This is an optimization exercise on Yosys and OpenROAD, whose aim is small area, not a production implementation. Function was checked by simulation only, so behaviour that the tests miss may differ from the original. Power is estimated from default activity; no workload was simulated.

**flow/design.v**
```verilog
module tc_pcie_block_align_gen1_2_80bit
(
input          rxclk_i,
input          reset_n_i,
input  [79:0]  rxdata_pma_i,
input          blockalign_enable_i,
output [79:0]  aligned_rxdata_o,
output         rxdata_valid_o
);
localparam logic [9:0] TC_PCIE_COM = 10'h1bc;
logic [79:0] p_r, a_r, b_r, c_r, d_r;
logic        en1_r, en2_r;
always @(posedge rxclk_i) begin
   p_r   <= rxdata_pma_i;
   a_r   <= p_r;
   b_r   <= a_r;
   c_r   <= b_r;
   d_r   <= c_r;
   en1_r <= blockalign_enable_i;
   en2_r <= en1_r;
end
logic [4:0] vld_r;
wire        vc = vld_r[3];
wire        vd = vld_r[4];
wire [159:0] win = {c_r, d_r};
wire         nvd = ~vd;
genvar i;
logic [87:0] nq;              
generate
   for (i = 2; i < 87; i = i + 1) begin : PAIR
      ba_nand2 u (.a(win[i]), .b(win[i+1]), .y(nq[i]));
   end
endgenerate
assign nq[1:0] = 2'b11;
assign nq[87]  = 1'b1;
wire det78, det79;
ba_det_hi u_hi (.w(win[88:78]), .vc(vc), .vd(vd), .det78(det78), .det79(det79));
logic [8:0] g_nc0, g_nc1, g_nc2, g_nd1, g_nd2, g_any;
generate
   for (i = 0; i < 8; i = i + 1) begin : GRP
      ba_grp u (.w(win[9*i +: 18]), .nq(nq[9*i+2 +: 14]),
                .nc0(g_nc0[i]), .nc1(g_nc1[i]), .nc2(g_nc2[i]), .nd1(g_nd1[i]), .nd2(g_nd2[i]));
      ba_a31oi ua (.a1(g_nc0[i]), .a2(g_nc1[i]), .a3(g_nc2[i]), .b1(nvd), .y(g_any[i]));
   end
endgenerate
ba_grp8 u_g8 (.w(win[72 +: 15]), .nq(nq[74 +: 11]), .nvd(nvd), .det78(det78), .det79(det79),
              .nc0(g_nc0[8]), .nc1(g_nc1[8]), .nc2(g_nc2[8]), .nd1(g_nd1[8]), .nd2(g_nd2[8]));
ba_nand3  u8a (.a(g_nc0[8]), .b(g_nc1[8]), .c(g_nc2[8]), .y(g_any[8]));
wire       found;
wire [7:0] ofs_new;
ba_prio u_prio (.g_any(g_any), .g_nc1(g_nc1), .g_nc2(g_nc2), .g_nd1(g_nd1), .g_nd2(g_nd2),
                .found(found), .ofs(ofs_new));
logic [7:0] ofs_r;
logic       valid_r;
always @(posedge rxclk_i or negedge reset_n_i) begin
   if (~reset_n_i) begin
      vld_r   <= 5'b0;
      ofs_r   <= 8'b0;
      valid_r <= 1'b0;
   end else begin
      vld_r   <= {vld_r[3:0], 1'b1};
      if (found)
         ofs_r <= ofs_new;
      valid_r <= rxdata_valid_o;
   end
end
assign rxdata_valid_o = valid_r | (found & en2_r);
wire sa1 = ofs_r[6], sa2 = ofs_r[7], sa0 = ~(sa1 | sa2);
wire sb1 = ofs_r[4], sb2 = ofs_r[5], sb0 = ~(sb1 | sb2);
wire sc1 = ofs_r[2] & vd, sc2 = ofs_r[3] & vd, sc0 = ~(ofs_r[2] | ofs_r[3]) & vd;
wire sd1 = ofs_r[0], sd2 = ofs_r[1], sd0 = ~(sd1 | sd2);
wire [213:0] w0 = {55'b0, win[158:0]};
logic [105:0] s1n;
logic [87:0]  s2;
logic [81:0]  s3n;
logic [79:0]  s4;
generate
   for (i = 0; i < 106; i = i + 1) begin : ST1
      ba_aoi222 u (.s0(sa0), .s1(sa1), .s2(sa2), .x0(w0[i]), .x1(w0[i+27]), .x2(w0[i+54]), .y(s1n[i]));
   end
   for (i = 0; i < 88; i = i + 1) begin : ST2
      ba_aoi222 u (.s0(sb0), .s1(sb1), .s2(sb2), .x0(s1n[i]), .x1(s1n[i+9]), .x2(s1n[i+18]), .y(s2[i]));
   end
   for (i = 0; i < 82; i = i + 1) begin : ST3
      ba_aoi222 u (.s0(sc0), .s1(sc1), .s2(sc2), .x0(s2[i]), .x1(s2[i+3]), .x2(s2[i+6]), .y(s3n[i]));
   end
   for (i = 0; i < 80; i = i + 1) begin : ST4
      ba_aoi222 u (.s0(sd0), .s1(sd1), .s2(sd2), .x0(s3n[i]), .x1(s3n[i+1]), .x2(s3n[i+2]), .y(s4[i]));
   end
endgenerate
assign aligned_rxdata_o = s4;
endmodule
module ba_aoi222 (
input  s0, s1, s2,
input  x0, x1, x2,
output y
);
assign y = ~((s0 & x0) | (s1 & x1) | (s2 & x2));
endmodule
module ba_nand2 (input a, b, output y);
assign y = ~(a & b);
endmodule
module ba_nand3 (input a, b, c, output y);
assign y = ~(a & b & c);
endmodule
module ba_nor2 (input a, b, output y);
assign y = ~(a | b);
endmodule
module ba_nor3 (input a, b, c, output y);
assign y = ~(a | b | c);
endmodule
module ba_nor4 (input a, b, c, d, output y);
assign y = ~(a | b | c | d);
endmodule
module ba_aoi22 (input a1, a2, b1, b2, output y);
assign y = ~((a1 & a2) | (b1 & b2));
endmodule
module ba_aoi221 (input a1, a2, b1, b2, c1, output y);
assign y = ~((a1 & a2) | (b1 & b2) | c1);
endmodule
module ba_a31oi (input a1, a2, a3, b1, output y);
assign y = ~((a1 & a2 & a3) | b1);
endmodule
module ba_det_hi (
input  [10:0] w,
input         vc, vd,
output        det78, det79
);
localparam logic [9:0] COM = 10'h1bc;
assign det78 = vc & (w[9:2] == COM[9:2]) & ~(vd & (w[0] | w[1]));
assign det79 = vc & (w[10:2] == COM[9:1]) & ~(vd & w[1]);
endmodule
module ba_prio (
input  [8:0] g_any,
input  [8:0] g_nc1, g_nc2, g_nd1, g_nd2,
output       found,
output [7:0] ofs         
);
logic [8:0] nb;
assign nb[0] = 1'b1;
genvar i;
generate
   for (i = 1; i < 9; i = i + 1) begin : NB
      assign nb[i] = nb[i-1] & ~g_any[i-1];
   end
endgenerate
wire [8:0] first = g_any & nb;
assign found = |g_any;
assign ofs[7] = |first[8:6];
assign ofs[6] = |first[5:3];
assign ofs[5] = first[2] | first[5] | first[8];
assign ofs[4] = first[1] | first[4] | first[7];
assign ofs[3] = |(first & ~g_nc2);
assign ofs[2] = |(first & ~g_nc1);
assign ofs[1] = |(first & ~g_nd2);
assign ofs[0] = |(first & ~g_nd1);
endmodule
module ba_grp (
input  [17:0] w,
input  [13:0] nq,
output        nc0, nc1, nc2, nd1, nd2
);
wire [8:0] m;
genvar o;
generate
   for (o = 0; o < 9; o = o + 1) begin : O
      assign m[o] = ~(w[o] | w[o+1] | w[o+6] | w[o+9]) & ~(nq[o] | nq[o+2] | nq[o+5]);
   end
endgenerate
assign nc0 = ~(m[0] | m[1] | m[2]);
assign nc1 = ~(m[3] | m[4] | m[5]);
assign nc2 = ~(m[6] | m[7] | m[8]);
assign nd1 = ~(m[1] | m[4] | m[7]);
assign nd2 = ~(m[2] | m[5] | m[8]);
endmodule
module ba_grp8 (
input  [14:0] w,
input  [10:0] nq,
input         nvd, det78, det79,
output        nc0, nc1, nc2, nd1, nd2
);
wire [7:0] m;
genvar o;
generate
   for (o = 0; o < 6; o = o + 1) begin : O
      assign m[o] = ~(w[o] | w[o+1] | w[o+6] | w[o+9]) & ~(nq[o] | nq[o+2] | nq[o+5] | nvd);
   end
endgenerate
assign m[6] = det78;
assign m[7] = det79;
assign nc0 = ~(m[0] | m[1] | m[2]);
assign nc1 = ~(m[3] | m[4] | m[5]);
assign nc2 = ~(m[6] | m[7]);
assign nd1 = ~(m[1] | m[4] | m[7]);
assign nd2 = ~(m[2] | m[5]);
endmodule
```
**flow/flow/run.sh**
```bash
#!/bin/bash
export BUFFER_PORTS_ARGS="-buffer_cell sky130_fd_sc_hd__buf_1"
export CTS_ARGS="-sink_clustering_enable -repair_clock_nets -dont_use_dummy_load -sink_clustering_size 30 -sink_clustering_max_diameter 60 -buf_list {sky130_fd_sc_hd__clkbuf_8 sky130_fd_sc_hd__clkbuf_16}"
bash standard.sh > standard.log 2>&1
```
**flow/standard.sh**
```bash
#!/bin/bash
# synth_recipe.tcl (not shown) runs the flow's synth.tcl, then flattens the netlist and writes it again
# the make line also repeats each setting of config.mk as NAME=value (left out here)
make -C /OpenROAD-flow-scripts/flow DESIGN_CONFIG=/design/flow/config.mk WORK_HOME=/design/flow/orfs CLKGATE_MAP_FILE= SYNTH_SCRIPT=/design/flow/synth_recipe.tcl "${@:-finish}"
```
**flow/config.mk**
```make
export PLATFORM = sky130hd
export DESIGN_NAME = tc_pcie_block_align_gen1_2_80bit
export DESIGN_NICKNAME = tc_pcie_block_align_gen1_2_80bit
export VERILOG_FILES = /design/flow/design.v
export SDC_FILE = /design/flow/constraint.sdc
export NUM_CORES = 4
export LEC_CHECK = 0
export CAP_MARGIN = 20
export CELL_PAD_IN_SITES_DETAIL_PLACEMENT = 1
export CELL_PAD_IN_SITES_GLOBAL_PLACEMENT = 1
export CORE_MARGIN = 2
export CORE_UTILIZATION = 40
export SLEW_MARGIN = 20
export SYNTH_HIERARCHICAL = 1
```
**flow/constraint.sdc**
```tcl
create_clock -name core_clock -period 5.0 [get_ports {rxclk_i}]
set_input_delay 1.0000 -clock core_clock [delete_from_list [all_inputs] [get_ports {rxclk_i}]]
set_output_delay 1.0000 -clock core_clock [all_outputs]
set_load 0.01 [all_outputs]
```
==> impl_metrics.sql, run 1 <==
INSERT INTO impl_metrics (metric_group, metric, value, unit) VALUES
('status', 'outcome', 'no timing/DRC/antenna violations', ''),
('setup_path', 'rrSetupSlack', '1490', 'ps'),
('placed_design', 'detailed_place_hpwl', '41000', 'um'),
('clock_network', 'numCtsBuffers', '30', ''),
('synth', 'ys_dominant_reg_cell', 'sky130_fd_sc_hd__dfxtp_1', ''),
('synth', 'number_of_enable_type_register_cells_in_the_synthesized_netlist', '0', ''),
('synth', 'postSynthRegisterBits', '416', ''),
('drt', 'drc_errors', '0', ''),
('setup_path', 'cp-startpoint', 'ofs_r[6]', ''),
('sta', 'tightest_slew', '1110', 'ps'),
('placed_design', 'numPortBuffers', '163', ''),
('clock_network', 'cts.repair_timing.setup_buffer_count', '0', ''),
('synth', 'syn-mean-instance-area', '12.6', 'um^2'),
('cells_and_area', 'finish.net_count', '1480', ''),
('synth', 'yosysWarnings', '7', ''),
('clock_network', 'postCtsHoldBufs', '0', ''),
('hold_path', 'worst_hold_path.num_cells', '0', ''),
('placed_design', 'finalWeightedCongestion', '0.959', ''),
('floorplanning', 'placementRows', '69', ''),
('drt', 'avgViaCountPerCell', '7.29', ''),
('drt', 'drt_first_iter_violations', '3287', ''),
('drt', 'route.detailed.wl_per_inst', '30.8', 'um'),
('grt', 'first_global_vias', '12900', ''),
('sta', 'final.setup.tns', '0', 'ps'),
('cells_and_area', 'layout.cells.most_common', 'sky130_fd_sc_hd__dfxtp_1', ''),
('setup_path', 'critPathArrivalTime', '3750', 'ps'),
('sta', 'finalCriticalPeriod', '4750', 'ps'),
('sta', 'hold_viol_final', '0', ''),
('floorplanning', 'chipHeight', '195', 'um'),
('clock_network', 'cells_resized_by_post_cts_repair', '0', ''),
('sta', 'fin_crit_sh', '95.0', '%'),
('clock_network', 'cts_max_level', '1', ''),
('power', 'leakagePower', '0.00563', 'uW'),
('floorplanning', 'chipWidth', '195', 'um'),
('clock_network', 'cts_num_sinks', '416', ''),
('sta', 'setup_violations', '0', ''),
('setup_path', 'setup.worst_path.class', 'reg -> out', ''),
('sta', 'clock.fmax', '0.211', 'GHz'),
('clock_network', 'clkTransAtPathRegs', '100', 'ps'),
('setup_path', 'worst-r2r-cell-count', '10', ''),
('power', 'vdd_ir_drop_max', '0.456', 'mV'),
('cells_and_area', 'mostFrequentLayoutCells', 'sky130_fd_sc_hd__dfxtp_1, sky130_fd_sc_hd__a222oi_1, sky130_fd_sc_hd__buf_1', ''),
('flow_run', 'max-cap-violations', '0', ''),
('sta', 'clock_skew', '64.1', 'ps'),
('hold_path', 'hold-path-endpoint', 'c_r[48]', ''),
('setup_path', 'regToRegEndpoint', 'ofs_r[1]', ''),
('sta', 'slew-limit-headroom', '26.0', '%'),
('drt', 'via_count', '13500', ''),
('floorplanning', 'start_util', '40.9', '%'),
('floorplanning', 'die_area', '38100', 'um^2'),
('setup_path', 'worst_r2r_startpoint', 'd_r[62]', ''),
('grt', 'grt_antenna_before_repair', '0', ''),
('synth', 'synth_seq_area_share', '57.5', '%'),
('power', 'p_total', '6640', 'uW'),
('hold_path', 'min-delay-path-class', 'reg -> reg', ''),
('drt', 'antenna_left', '0', ''),
('cells_and_area', 'flow.area_growth_from_synthesis', '16.3', '%'),
('synth', 'post_synth_inst_count', '1159', ''),
('cells_and_area', 'drive_above_1_share', '11.1', '%'),
('setup_path', 'cp.required', '4000', 'ps'),
('power', 'power_density', '391', 'nW/um^2'),
('synth', 'synth_fp_nets', '1242', ''),
('sta', 'final_max_slew_viol_count', '0', ''),
('grt', 'grt_util_all_layers', '29.0', '%'),
('floorplanning', 'coreArea', '35700', 'um^2'),
('setup_path', 'critical_path.startpoint_type', 'flop', ''),
('synth', 'synth-async-reset-ratio', '3.37', '%'),
('drt', 'drt-pass1-iter-count', '13', ''),
('floorplanning', 'floorplan.io_pins', '164', ''),
('clock_network', 'cts.root.buffer_cell', 'sky130_fd_sc_hd__clkbuf_16', ''),
('hold_path', 'holdCritStartpoint', 'b_r[48]', ''),
('setup_path', 'timing.critical_path.fanout_max', '26', ''),
('grt', 'grt_start_max_net_pins', '108', ''),
('clock_network', 'cts-root-to-sink-buffers', '3', ''),
('grt', 'global_route_wire_length_before_repair', '84200', 'um'),
('clock_network', 'worst_skew_pair.late_latency', '610', 'ps'),
('cells_and_area', 'nFillCells', '3829', ''),
('synth', 'count_of_unique_library_cells_instantiated_by_yosys', '40', ''),
('clock_network', 'tritoncts', 'yes', ''),
('synth', 'syn-cell-area', '14600', 'um^2'),
('setup_path', 'worst_setup_path_end_kind', 'primary output', ''),
('drt', 'routed_wirelength', '57100', 'um'),
('grt', 'gr-total-overflow', '0', ''),
('sta', 'grt_setup_unrepaired', 'false', '');
through the flow:
step           hold WS, ps  instance area, um^2  instances  worst slack [ps]  util, %
2_1_floorplan          310                14600       1159               177        -
3_3_place_gp           310                16200       1826               962     45.4
3_5_place_dp           313                16200       1826               940     45.4
4_1_cts                291                17000       1856               352     47.5
5_1_grt                287                17000       1856              99.7     47.5
6_report               290                17000       1857               252     47.5
modules after synthesis (local to each module, per instance):
module                            times used  flip-flops and latches  cells
tc_pcie_block_align_gen1_2_80bit           1                     416    435
ba_prio                                    1                       0     62
ba_grp                                     8                       0     23
ba_grp8                                    1                       0     23
ba_det_hi                                  1                       0      7
ba_aoi222                                356                       0      1
ba_a31oi                                   8                       0      1
ba_nand3                                   1                       0      1
ba_nand2                                  83                       0      1
worst max-delay path by stage:
stage / slack [ps] / endpoint
after detailed placement: 940 / aligned_rxdata_o[57]
final: 250 / aligned_rxdata_o[9]
after floorplan: 180 / aligned_rxdata_o[0]
after global placement: 960 / aligned_rxdata_o[9]
after CTS: 350 / aligned_rxdata_o[57]
after global routing: 100 / aligned_rxdata_o[9]
routing by layer:
layer,track usage (%),vias to the layer above,share of wire [%]
li1,-,5865,-
met1,39.6,6679,41
met2,44.4,853,44
met3,5.65,149,10
met4,13.3,0,4.9
met5,0,-,0
flip-flops by register name (all words and copies together) (netlist names), 5 cells and up:
register / flops
b_r: 80
d_r: 80
vld_r: 5
a_r: 80
ofs_r: 8
p_r: 80
c_r: 80
where the power goes:
part / total, uW / switching (uW) / internal (uW)
Sequential: 3700 / 207 / 3500
Clock: 2120 / 1070 / 1050
Combinational: 814 / 493 / 321
Total: 6640 / 1770 / 4860
logic make-up (layout without fill, tap and decap cells):
kind of cell	count (synthesis)	count (layout)	synth area share, %
other cells	2	3	0.0514
flops	416	416	57.5
mux	8	8	0.823
simple gates	331	331	15.1
buf+inv	9	245	0.291
compound gates	393	393	26.2
worst max-delay path, stage by stage (launching register included):
cell,delay [ps]
sky130_fd_sc_hd__dfrtp_2,430
sky130_fd_sc_hd__nor2_4,160
sky130_fd_sc_hd__buf_4,280
sky130_fd_sc_hd__buf_4,330
sky130_fd_sc_hd__a222oi_1,260
sky130_fd_sc_hd__a222oi_1,770
sky130_fd_sc_hd__a222oi_1,320
sky130_fd_sc_hd__a222oi_1,440
sky130_fd_sc_hd__buf_1,190
final cells by class:
type / instances / area, um^2 / area share [%]
clock buffer: 30 / 751 / 4.42
sequential: 416 / 8410 / 49.5
tap: 461 / 577 / 3.39
inverter: 6 / 22.5 / 0.133
multi-input combinational: 734 / 6200 / 36.5
timing repair buffer: 209 / 1030 / 6.08
antenna: 1 / 2.50 / 0.0147
synthesized netlist by cell type (8+ instances only):
library cell | number | area, um^2
sky130_fd_sc_hd__o21ai_0 | 8 | 40.0
sky130_fd_sc_hd__mux2_4 | 8 | 120
sky130_fd_sc_hd__nor4_2 | 49 | 613
sky130_fd_sc_hd__a222oi_1 | 356 | 3560
sky130_fd_sc_hd__nand2_1 | 90 | 338
sky130_fd_sc_hd__nor3_1 | 45 | 225
sky130_fd_sc_hd__dfrtp_1 | 14 | 350
sky130_fd_sc_hd__or4_1 | 72 | 541
sky130_fd_sc_hd__nor2_1 | 15 | 56.3
sky130_fd_sc_hd__a31oi_1 | 8 | 50.1
sky130_fd_sc_hd__nor4_1 | 28 | 175
sky130_fd_sc_hd__dfxtp_1 | 402 | 8050
==> run 2, diff against run 1 <==
==> flow/flow/run.sh (replaced) <==
#!/bin/bash
set -e
export BUFFER_PORTS_ARGS="-buffer_cell sky130_fd_sc_hd__buf_1"
export CTS_ARGS="-sink_clustering_enable -repair_clock_nets -dont_use_dummy_load -sink_clustering_size 30 -sink_clustering_max_diameter 60 -buf_list {sky130_fd_sc_hd__clkbuf_8 sky130_fd_sc_hd__clkbuf_16}"
bash standard.sh synth > synth.log 2>&1
N=orfs/results/sky130hd/tc_pcie_block_align_gen1_2_80bit/base/1_2_yosys.v
python3 flow/downsize.py "$N" "$FLOW_HOME/platforms/sky130hd/lib/sky130_fd_sc_hd__tt_025C_1v80.lib" > downsize.log 2>&1
touch "$N"
bash standard.sh > standard.log 2>&1
==> flow/flow/downsize.py (new file) <==
#!/usr/bin/env python3
# Set every combinational gate of the synthesized netlist to its smallest
# drive strength (X_2, X_4, ... -> X_1). Flip-flops, latches, clock cells and
# tie cells are left as synthesis made them. The placer's and CTS's repair
# steps size up again whatever timing, slew or capacitance needs.
import re, sys
path, lib = sys.argv[1], sys.argv[2]
cells = set(re.findall(r'cell\s*\(\s*"?(sky130_fd_sc_hd__\w+)"?\s*\)', open(lib).read()))
keep = re.compile(r'sky130_fd_sc_hd__(df|dl|sdf|sdl|edf|sedf|clk|conb|tap|fill|decap|lpflow|probe)')
txt = open(path).read()
count = {}
def sub(m):
    name = m.group(1)
    if keep.match(name):
        return m.group(0)
    mm = re.match(r'(sky130_fd_sc_hd__\w+?)_(\d+)$', name)
    if not mm or mm.group(2) in ('0', '1'):
        return m.group(0)
    small = mm.group(1) + '_1'
    if small not in cells:
        return m.group(0)
    count[name] = count.get(name, 0) + 1
    return small + m.group(2)
txt = re.sub(r'\b(sky130_fd_sc_hd__\w+)(\s+[\\\w$.\[\]:/]+\s*\()', sub, txt)
open(path, 'w').write(txt)
for k, v in sorted(count.items()):
    print(f'{k}: {v}')
==> run 2 against run 1 <==
Compared with the run above:
- die area down 2.7%
- clock skew down 4.1 ps
- largest power group unchanged
- maximum frequency rose by 0.39%
- critical path depth is 2 higher
- worst setup slack gained 19 ps
- synthesized cell count did not move
- count of clock-buffer cells in the layout down 1
- non-clock buffer count up 15
- worst hold slack lost 4.0 ps
- total power decreased by 0.86%
==> impl_metrics.sql, run 2 <==
INSERT INTO impl_metrics (metric_group, metric, value, unit) VALUES
('grt', 'first_global_vias', '12800', ''),
('setup_path', 'timing.critical_path.fanout_max', '9', ''),
('cells_and_area', 'nFillCells', '3761', ''),
('grt', 'grt_antenna_before_repair', '0', ''),
('drt', 'via_count', '13600', ''),
('cells_and_area', 'finish.net_count', '1494', ''),
('clock_network', 'numCtsBuffers', '29', ''),
('setup_path', 'cp_cell_sequence', 'nand2_1, or4_1, nor4_1, nor3_1, a31oi_1, nor3_1, nand3_1, buf_4, a21o_1, buf_1', ''),
('setup_path', 'critical_path.startpoint_type', 'flop', ''),
('floorplanning', 'placementRows', '69', ''),
('sta', 'tightest_slew', '1020', 'ps'),
('synth', 'post_synth_inst_count', '1159', ''),
('floorplanning', 'coreArea', '35300', 'um^2'),
('grt', 'grt_util_all_layers', '30.8', '%'),
('clock_network', 'cells_resized_by_post_cts_repair', '0', ''),
('sta', 'final_max_slew_viol_count', '0', ''),
('setup_path', 'critical_path.top_delay_family', 'simple AND/OR/NAND/NOR gates', ''),
('power', 'p_total', '6580', 'uW'),
('power', 'clockPowerShare', '31.2', '%'),
('drt', 'drt-pass1-iter-count', '17', ''),
('hold_path', 'min-delay-path-class', 'reg -> reg', ''),
('clock_network', 'cts_max_level', '1', ''),
('sta', 'final.setup.tns', '0', 'ps'),
('placed_design', 'finalWeightedCongestion', '0.953', ''),
('setup_path', 'critical_path_cell_count', '10', ''),
('cells_and_area', 'drive_above_1_share', '7.24', '%'),
('synth', 'syn-cell-area', '14200', 'um^2'),
('clock_network', 'postCtsHoldBufs', '0', ''),
('cells_and_area', 'layout.cells.most_common', 'sky130_fd_sc_hd__dfxtp_1', ''),
('setup_path', 'critical_path.slowest_cell', 'sky130_fd_sc_hd__dfxtp_1', ''),
('synth', 'syn-mean-instance-area', '12.3', 'um^2'),
('clock_network', 'worst_skew_pair.late_latency', '590', 'ps'),
('clock_network', 'tritoncts', 'yes', ''),
('sta', 'clock_skew', '59.9', 'ps'),
('sta', 'setup_violations', '0', ''),
('floorplanning', 'die_area', '37000', 'um^2'),
('sta', 'finalCriticalPeriod', '4730', 'ps'),
('status', 'outcome', 'no timing/DRC/antenna violations', ''),
('sta', 'grt_setup_unrepaired', 'false', ''),
('drt', 'antenna_left', '0', ''),
('floorplanning', 'chipWidth', '192', 'um'),
('setup_path', 'crit_buf_inv', '2', ''),
('synth', 'synth_fp_nets', '1242', ''),
('drt', 'route.detailed.wl_per_inst', '31.4', 'um'),
('setup_path', 'worst_path_largest_cell_delay', '720', 'ps'),
('cells_and_area', 'postLayoutCoreUtil', '47.2', '%'),
('grt', 'grt_start_max_net_pins', '108', ''),
('clock_network', 'cts_num_sinks', '416', ''),
('drt', 'routed_wirelength', '58700', 'um'),
('setup_path', 'critPathArrivalTime', '3730', 'ps'),
('placed_design', 'place_worst_setup_slack', '962', 'ps'),
('flow_run', 'max-cap-violations', '0', ''),
('floorplanning', 'start_util', '40.2', '%'),
('sta', 'worst_slack', '271', 'ps'),
('sta', 'slew-limit-headroom', '31.8', '%'),
('drt', 'avgViaCountPerCell', '7.25', ''),
('cells_and_area', 'flow.area_growth_from_synthesis', '17.4', '%'),
('setup_path', 'cp.required', '4000', 'ps'),
('clock_network', 'cts-root-to-sink-buffers', '3', ''),
('grt', 'global_route_wire_length_before_repair', '85000', 'um'),
('drt', 'drc_errors', '0', ''),
('power', 'power.share.combinational', '12.7', '%'),
('setup_path', 'worst_setup_path_end_kind', 'primary output', ''),
('hold_path', 'worst_hold_path.num_cells', '0', ''),
('power', 'int_pwr', '4850', 'uW'),
('setup_path', 'setup.worst_path.class', 'reg -> out', ''),
('floorplanning', 'chipHeight', '192', 'um'),
('clock_network', 'clkTransAtPathRegs', '100', 'ps'),
('power', 'power_density', '395', 'nW/um^2'),
('sta', 'hold_viol_final', '0', ''),
('sta', 'fin_crit_sh', '94.6', '%'),
('power', 'power.share.switching', '26.3', '%'),
('setup_path', 'worst-r2r-cell-count', '10', ''),
('drt', 'drt_first_iter_violations', '3265', ''),
('sta', 'clock.fmax', '0.211', 'GHz'),
('placed_design', 'detailed_place_hpwl', '43300', 'um'),
('setup_path', 'path_common_cell', 'sky130_fd_sc_hd__nor3_1', ''),
('power', 'sequentialPowerShare', '56.2', '%'),
('cells_and_area', 'mostFrequentLayoutCells', 'sky130_fd_sc_hd__dfxtp_1, sky130_fd_sc_hd__a222oi_1, sky130_fd_sc_hd__buf_1', ''),
('power', 'p_switching', '1730', 'uW'),
('placed_design', 'numPortBuffers', '163', ''),
('synth', 'yosysWarnings', '7', ''),
('clock_network', 'cts.repair_timing.setup_buffer_count', '0', ''),
('power', 'vdd_ir_drop_max', '0.297', 'mV'),
('grt', 'gr-total-overflow', '0', ''),
('floorplanning', 'floorplan.io_pins', '164', ''),
('clock_network', 'cts.root.buffer_cell', 'sky130_fd_sc_hd__clkbuf_16', ''),
('power', 'leakagePower', '0.00566', 'uW');
run 2: metal layers:
| layer | part of all wire (%) | track usage, % |
|---|---|---|
| met1 | 41 | 41.6 |
| met5 | 0 | 0 |
| met2 | 45 | 48.9 |
| met4 | 4.6 | 13.5 |
| met3 | 9.2 | 4.78 |
run 2: area by class of cell:
class | count | area [um^2] | area share [%]
Sequential cell | 416 | 8410 | 50.4
Antenna cell | 1 | 2.50 | 0.0150
Clock buffer | 29 | 726 | 4.35
Timing Repair Buffer | 224 | 1130 | 6.79
Inverter | 6 | 22.5 | 0.135
Multi-Input combinational cell | 734 | 5810 | 34.8
Tap cell | 461 | 577 | 3.46
run 2: power groups by stage:
stage | logic [uW] | clock network [uW] | registers [uW]
floorplan | 477 | 0 | 3670
global placement | 808 | 0 | 3760
detailed placement | 811 | 0 | 3760
CTS | 813 | 2090 | 3690
global route | 884 | 2230 | 3710
finish | 833 | 2050 | 3700
run 2: worst reg2reg max path, delay by kind of cell (launching register included):
| family | cells | cell delay (ps) |
|---|---|---|
| mux | 1 | 300 |
| simple gates | 5 | 1510 |
| compound gates | 4 | 1030 |
| flops | 1 | 720 |
run 2: per-stage QoR:
step	instances	area (um^2)	hold slack, ps
floorplan	1159	14200	310
global placement	1841	15900	310
detailed placement	1841	15900	313
CTS	1870	16700	287
global route	1870	16700	289
finish	1871	16700	286
run 2: path summary, 6_finish.rpt:
check	startpoint	slack (ps)	endpoint
max	d_r[65]	270	rxdata_valid_o
min	p_r[38]	290	a_r[38]
max reg2reg	d_r[65]	1300	ofs_r[2]
min reg2reg	p_r[38]	290	a_r[38]
max in group asynchronous	reset_n_i	3910	ofs_r[4]
min in group asynchronous	reset_n_i	500	vld_r[0]
==> run 3, diff against run 2 <==
--- a/flow/config.mk
+++ b/flow/config.mk
@@ -12,2 +12,3 @@
 export CORE_UTILIZATION = 40
+export GPL_TIMING_DRIVEN = 0
 export SLEW_MARGIN = 20
==> run 3 against run 2 <==
Compared with the run above:
- clock skew shrank 1.6 ps
- register-to-register slack gained 150 ps
- combinational power shrank 4.1%
- cell count shrank 1.6%
- flip-flop and latch count is the same
- count of clock-buffer cells in the layout shrank 2
- worst setup slack lost 180 ps
- final area is essentially flat
- maximum frequency shrank 3.6%
==> impl_metrics.sql, run 3 <==
INSERT INTO impl_metrics (metric_group, metric, value, unit) VALUES
('setup_path', 'setup.worst_path.class', 'reg -> out', ''),
('sta', 'clock.fmax', '0.204', 'GHz'),
('floorplanning', 'chipHeight', '192', 'um'),
('sta', 'grt_setup_unrepaired', 'false', ''),
('clock_network', 'cts-root-to-sink-buffers', '3', ''),
('drt', 'drt-pass1-iter-count', '12', ''),
('power', 'vdd_ir_drop_max', '0.326', 'mV'),
('floorplanning', 'chipWidth', '192', 'um'),
('drt', 'route.detailed.wl_per_inst', '29.9', 'um'),
('sta', 'final_max_slew_viol_count', '0', ''),
('placed_design', 'place.detailed.instances', '1799', ''),
('floorplanning', 'placementRows', '69', ''),
('setup_path', 'timing.critical_path.fanout_max', '21', ''),
('sta', 'tightest_slew', '996', 'ps'),
('grt', 'gr-total-overflow', '0', ''),
('sta', 'hold_viol_final', '0', ''),
('power', 'sequentialPowerShare', '57.2', '%'),
('placed_design', 'detailed_place_hpwl', '39200', 'um'),
('hold_path', 'min-delay-path-class', 'reg -> reg', ''),
('power', 'clockPowerShare', '30.5', '%'),
('placed_design', 'finalWeightedCongestion', '0.937', ''),
('cells_and_area', 'mostFrequentLayoutCells', 'sky130_fd_sc_hd__dfxtp_1, sky130_fd_sc_hd__a222oi_1, sky130_fd_sc_hd__buf_1', ''),
('setup_path', 'critPathArrivalTime', '3910', 'ps'),
('clock_network', 'cts_num_sinks', '416', ''),
('cells_and_area', 'final-instance-count-excl-fill', '1841', ''),
('floorplanning', 'coreArea', '35300', 'um^2'),
('grt', 'first_global_vias', '12300', ''),
('cells_and_area', 'finish.net_count', '1465', ''),
('flow_run', 'max-cap-violations', '0', ''),
('drt', 'via_count', '13300', ''),
('sta', 'fin_crit_sh', '98.1', '%'),
('drt', 'routed_wirelength', '55000', 'um'),
('synth', 'post_synth_inst_count', '1159', ''),
('clock_network', 'clkTransAtPathRegs', '100', 'ps'),
('setup_path', 'critical_path.startpoint_type', 'flop', ''),
('cells_and_area', 'antenna_cells_inserted', '0', ''),
('sta', 'finalCriticalPeriod', '4910', 'ps'),
('power', 'leakagePower', '0.00557', 'uW'),
('synth', 'synth_fp_nets', '1242', ''),
('placed_design', 'place_worst_setup_slack', '196', 'ps'),
('synth', 'yosysWarnings', '7', ''),
('drt', 'drt_first_iter_violations', '3207', ''),
('drt', 'avgViaCountPerCell', '7.20', ''),
('grt', 'grt_util_all_layers', '28.4', '%'),
('clock_network', 'numCtsBuffers', '27', ''),
('grt', 'grt_antenna_before_repair', '1', ''),
('power', 'power.share.switching', '26.3', '%'),
('drt', 'antenna_left', '0', ''),
('setup_path', 'cp.required', '4000', 'ps'),
('setup_path', 'rrSetupSlack', '1450', 'ps'),
('sta', 'worst_slack', '94.2', 'ps'),
('cells_and_area', 'nFillCells', '3773', ''),
('status', 'outcome', 'no timing/DRC/antenna violations', ''),
('clock_network', 'worst_skew_pair.late_latency', '570', 'ps'),
('power', 'power.share.combinational', '12.3', '%'),
('drt', 'drc_errors', '0', ''),
('power', 'int_pwr', '4780', 'uW'),
('clock_network', 'postCtsHoldBufs', '0', ''),
('placed_design', 'numPortBuffers', '163', ''),
('cells_and_area', 'flow.area_growth_from_synthesis', '17.3', '%'),
('cells_and_area', 'drive_above_1_share', '5.29', '%'),
('setup_path', 'worst_setup_path_end_kind', 'primary output', ''),
('power', 'power_density', '389', 'nW/um^2'),
('sta', 'clock_skew', '58.3', 'ps'),
('sta', 'setup_violations', '0', ''),
('clock_network', 'tritoncts', 'yes', ''),
('grt', 'global_route_wire_length_before_repair', '79400', 'um'),
('clock_network', 'cts.root.buffer_cell', 'sky130_fd_sc_hd__clkbuf_16', ''),
('clock_network', 'cts_max_level', '1', ''),
('floorplanning', 'die_area', '37000', 'um^2'),
('power', 'p_switching', '1700', 'uW'),
('grt', 'grt_start_max_net_pins', '83', ''),
('floorplanning', 'start_util', '40.2', '%'),
('floorplanning', 'floorplan.io_pins', '164', ''),
('cells_and_area', 'ff_latch_area', '8420', 'um^2'),
('synth', 'syn-mean-instance-area', '12.3', 'um^2'),
('cells_and_area', 'postLayoutCoreUtil', '47.2', '%'),
('sta', 'slew-limit-headroom', '33.6', '%'),
('synth', 'syn-cell-area', '14200', 'um^2'),
('cells_and_area', 'layout.cells.most_common', 'sky130_fd_sc_hd__dfxtp_1', ''),
('cells_and_area', 'multi_input_comb_area', '5820', 'um^2');
run 3: final timing paths:
kind / from / endpoint / cells after the start
setup / recovery: ofs_r[6] / aligned_rxdata_o[62] / 7
hold / removal: b_r[38] / c_r[38] / 0
min in group asynchronous: reset_n_i / ofs_r[2] / 1
max in group asynchronous: reset_n_i / ofs_r[7] / 1
hold reg to reg: b_r[38] / c_r[38] / 0
setup reg to reg: d_r[65] / ofs_r[1] / 10
run 3: per-layer routing:
layer	part of all wire (%)	vias up	GRT usage, %
met5	0	-	0
met2	43	818	43.2
met3	9.3	111	4.04
met1	43	6489	40.0
li1	-	5842	-
met4	5.1	0	12.6
run 3: repair_timing:
| action | CTS | global route |
|---|---|---|
| setup buffers | 5 | 11 |
| resized for setup | 0 | 2 |
| pin swaps | 5 | 10 |
| setup endpoints to repair | 59 | 44 |
run 3: power groups by stage:
stage | registers, uW | clock network (uW) | logic [uW]
after detailed placement | 3780 | 0 | 754
final | 3710 | 1970 | 799
after global placement | 3790 | 0 | 706
after global routing | 3720 | 2150 | 852
after floorplan | 3670 | 0 | 477
after CTS | 3700 | 2030 | 762
run 3: cell type report:
type	instances	area share (%)
Tap cell	461	3.46
Multi-Input combinational cell	734	35.0
Inverter	6	0.135
Clock buffer	27	4.06
Buffer	2	0.0451
Timing Repair Buffer	195	6.80
Sequential cell	416	50.5
run 3: worst max-delay path: stages, from the launching register on:
cell                       delay [ps]
sky130_fd_sc_hd__dfrtp_4          650
sky130_fd_sc_hd__nor2_4           210
sky130_fd_sc_hd__buf_4            240
sky130_fd_sc_hd__a222oi_1         230
sky130_fd_sc_hd__a222oi_1         900
sky130_fd_sc_hd__a222oi_1         340
sky130_fd_sc_hd__a222oi_1         540
sky130_fd_sc_hd__buf_1            200
run 3: stage by stage:
step | area, um^2 | hold slack [ps] | power (uW) | setup TNS (ps)
CTS | 16500 | 280 | 6500 | 0
global placement | 15400 | 310 | 4500 | -142890
detailed placement | 15800 | 313 | 4530 | 0
finish | 16700 | 275 | 6480 | 0
global route | 16700 | 280 | 6730 | 0
floorplan | 14200 | 310 | 4150 | 0

[afterwards: timing with drivers on the ports]
No port has a modelled driver above. Below, the same layouts with a new extraction and two added sets of constraints. Step 1 (the two cells are an assumption about what drives the block):
set clk [get_ports {rxclk_i}]
set_driving_cell -lib_cell sky130_fd_sc_hd__clkbuf_16 $clk
set_driving_cell -lib_cell sky130_fd_sc_hd__buf_2 [delete_from_list [all_inputs] $clk]
Step 2 also shifts input and output timing later by t, the mid clock arrival at the registers, as if the neighbouring blocks saw the same clock. Slacks: ideal ports / drivers / drivers and shift; pairs: ideal ports / drivers.
run	t, ns	slack for setup (ns)	hold WS [ns]	clock arrival spread, ns	slew at the worst register clock pin (ns)
run 1	0.637	0.252 / 0.192 / 0.829	0.290 / 0.290 / 0.290	0.067 / 0.067	0.10 / 0.10
run 2	0.622	0.271 / 0.210 / 0.832	0.286 / 0.286 / 0.286	0.072 / 0.072	0.10 / 0.10
run 3	0.606	0.094 / 0.041 / 0.647	0.275 / 0.275 / 0.275	0.078 / 0.078	0.10 / 0.10
After both steps setup and hold are still met in every run listed.
